What follows belongs to an exercise in optimizing a design on an open flow for small area; a production flow would make more cautious choices.
Only simulation tests tie the RTL to the original design; equivalence was not proved.

== the baseline ==
// dct2d_top
module dct2d_top (clk, rst_n, pix_row, coef_row);
  input clk, rst_n;
  input  [63:0] pix_row;
  output [95:0] coef_row;
  wire [2:0]  ph;           
  wire [63:0] DCT1_out;
  wire [63:0] DCT2_in;
  wire [95:0] DCT2_out;
  wire [71:0] TP2_out;
  counter1 cnt(ph, clk, rst_n);
  wire [7:0] col_sel = 8'b1 << ph;                  
  wire [7:0] row_sel = 8'b1 << (ph + 3'd2);         
  reg [63:0] pix_q;        
  always @(posedge clk)
    pix_q <= pix_row;
  DCT_1D DCT1(pix_q, DCT1_out);
  TPmem_1 #(.D(13)) TP1(.i_clk(clk), .i_sel(col_sel), .i_data(DCT1_out[63:16]), .o_data(DCT2_in));
  DCT_2D DCT2(DCT2_in, DCT2_out, col_sel[0], col_sel[1]);
  TPmem_2 TP2(.i_clk(clk), .i_sel(row_sel), .i_data(DCT2_out[95:24]), .o_data(TP2_out));
  assign coef_row = {TP2_out, 24'b0};
endmodule
For scale: about 4600 cells after synthesis, ~1400 flip-flops.
==> flow/config.mk <==
export PLATFORM = sky130hd
export DESIGN_NAME = dct2d_top
export DESIGN_NICKNAME = dct2d_top
export VERILOG_FILES = /design/flow/design.v
export SDC_FILE = /design/flow/constraint.sdc
export NUM_CORES = 4
export LEC_CHECK = 0
export CAP_MARGIN = 20
export CORE_MARGIN = 2
export CORE_UTILIZATION = 75
export CTS_CLUSTER_DIAMETER = 80
export CTS_CLUSTER_SIZE = 35
export SLEW_MARGIN = 20
==> flow/constraint.sdc <==
create_clock -name core_clock -period 12.0 [get_ports {clk}]
set_input_delay 2.4000 -clock core_clock [delete_from_list [all_inputs] [get_ports {clk}]]
set_output_delay 2.4000 -clock core_clock [all_outputs]
set_load 0.01 [all_outputs]
run.sh (not shown) runs the stock make flow with config.mk's settings and CLKGATE_MAP_FILE= SYNTH_SCRIPT=/design/flow/synth_recipe.tcl, a recipe that flattens the netlist after the stock synthesis.
| the baseline | all stages done | FAIL | antenna rules |
The inputs of the candidate differ from those of the baseline as listed below.
# the baseline
export LEC_CHECK = 0
export CAP_MARGIN = 20
export CORE_MARGIN = 2
export CORE_UTILIZATION = 75
export CTS_CLUSTER_DIAMETER = 80
export CTS_CLUSTER_SIZE = 35
export SLEW_MARGIN = 20
create_clock -name core_clock -period 12.0 [get_ports {clk}]
# the candidate
export LEC_CHECK = 0
export CAP_MARGIN = 20
export CORE_MARGIN = 2
export CORE_UTILIZATION = 70
export CTS_CLUSTER_DIAMETER = 100
export CTS_CLUSTER_SIZE = 30
export SLEW_MARGIN = 20
create_clock -name core_clock -period 12.0 [get_ports {clk}]
==> run summary <==
- The flow did not stop early for the candidate: all stages ran, and the layout cleared the timing, DRC and antenna checks.
- Taking the baseline as the reference, in the candidate setup slack moved up, count of hold-fix buffers inserted at cts held.

---

Starting RTL as in the previous note.
export LEC_CHECK = 0
export CAP_MARGIN = 20
export CORE_MARGIN = 2
export CORE_UTILIZATION = 40
export SLEW_MARGIN = 20
create_clock -name core_clock -period 12.0 [get_ports {clk}]
Next try:
Settings changed: CORE_UTILIZATION 40 to 60.
Result:
- worst setup slack is better by 0.028 ns
- utilization is higher by 22 points
- global-route usage goes up by 9.0 points

---

== rev 12 ==
dct2d_top, a different RTL version from the one above (not shown whole).
Size in the first run: about 3600 cells after synthesis, roughly 160 I/O pins, ~52000 um^2 of cells after synthesis.
export LEC_CHECK = 0
export CAP_MARGIN = 20
export CORE_MARGIN = 2
export CORE_UTILIZATION = 70
export CTS_CLUSTER_DIAMETER = 100
export CTS_CLUSTER_SIZE = 30
export SLEW_MARGIN = 20
create_clock -name core_clock -period 12.0 [get_ports {clk}]
standard.sh (not shown) runs the stock make flow with config.mk's settings and CLKGATE_MAP_FILE= SYNTH_SCRIPT=/design/flow/synth_recipe.tcl, a recipe that flattens the netlist after the stock synthesis.
==> flow/flow/run.sh <==
#!/bin/bash
# Standard layout, with one netlist pass between synthesis and floorplan:
# flow/invpush.py rebuilds full adders in complemented form, and half adders
# as XOR/XNOR plus a NAND/NOR-type gate, where that removes inverters.
# Registers and the logic function are unchanged.
set -euo pipefail
R=orfs/results/${FLOW_PLATFORM}/dct2d_top/base
bash standard.sh synth > synth.log 2>&1
cp "$R/1_2_yosys.v" netlist_synth.v
python3 flow/invpush.py netlist_synth.v "$R/1_2_yosys.v" > invpush.log 2>&1
rm -f "$R/1_synth.odb" "$R/1_synth.sdc"
touch "$R/1_2_yosys.v"
bash standard.sh finish > layout.log 2>&1
Other scripts of this flow, unchanged in this note and not shown: flow/flow/invpush.py
No stage failed in rev 12, and the final checks on the layout all came back clean.
diff inputs: rev 12 => rev 13
- a change of CORE_UTILIZATION from 70 to 75
==> run summary <==
Rev 13 vs rev 12, worst setup path endpoint: TP2.lane[0].q[11]$_DFF_P_ vs TP2.lane[0].q[10]$_DFF_P_. On final estimated routing congestion in global placement, rev 12 and rev 13 are basically level. Portion of the layout cell area used by non-clock buffers ended up 0.16 points lower on rev 13 than on rev 12. Pre-CTS worst setup slack delta for rev 13 relative to rev 12: 0.024 ns higher. Post-route standard cell area excluding fillers for rev 13: about 0.34% down relative to rev 12. Cmp rev 12 and rev 13 / count of TritonRoute iterations in the first routing pass / higher: rev 13.

re-timing with driven ports:
How much do the figures lean on ideal ports? The routed layouts below were timed once more, with nothing changed but the port constraints. Step 1 assumes that a clkbuf_16 drives the clock port and a buf_2 every other input. Step 2, shift: input delay + t, output delay - t, t = (earliest + latest rising clock arrival at the registers) / 2. This alone moves slack from input paths to output paths. a / b / c = ideal / step 1 / step 2; a / b = the first two.
run	t, ns	setup slack, ns	hold slack, ns	worst data-port slew with drivers (ns)
the baseline	0.713	0.478 / 0.478 / 0.478	0.288 / 0.288 / 0.288	0.07
the candidate	0.732	0.513 / 0.513 / 0.513	0.301 / 0.301 / 0.301	0.07
the first run of note 2	0.808	0.496 / 0.496 / 0.496	0.308 / 0.308 / 0.308	0.06
the second run of note 2	0.795	0.524 / 0.524 / 0.524	0.314 / 0.314 / 0.314	0.09
rev 12	0.706	0.789 / 0.789 / 0.789	0.318 / 0.318 / 0.318	0.05
rev 13	0.712	0.786 / 0.786 / 0.786	0.314 / 0.314 / 0.314	0.06
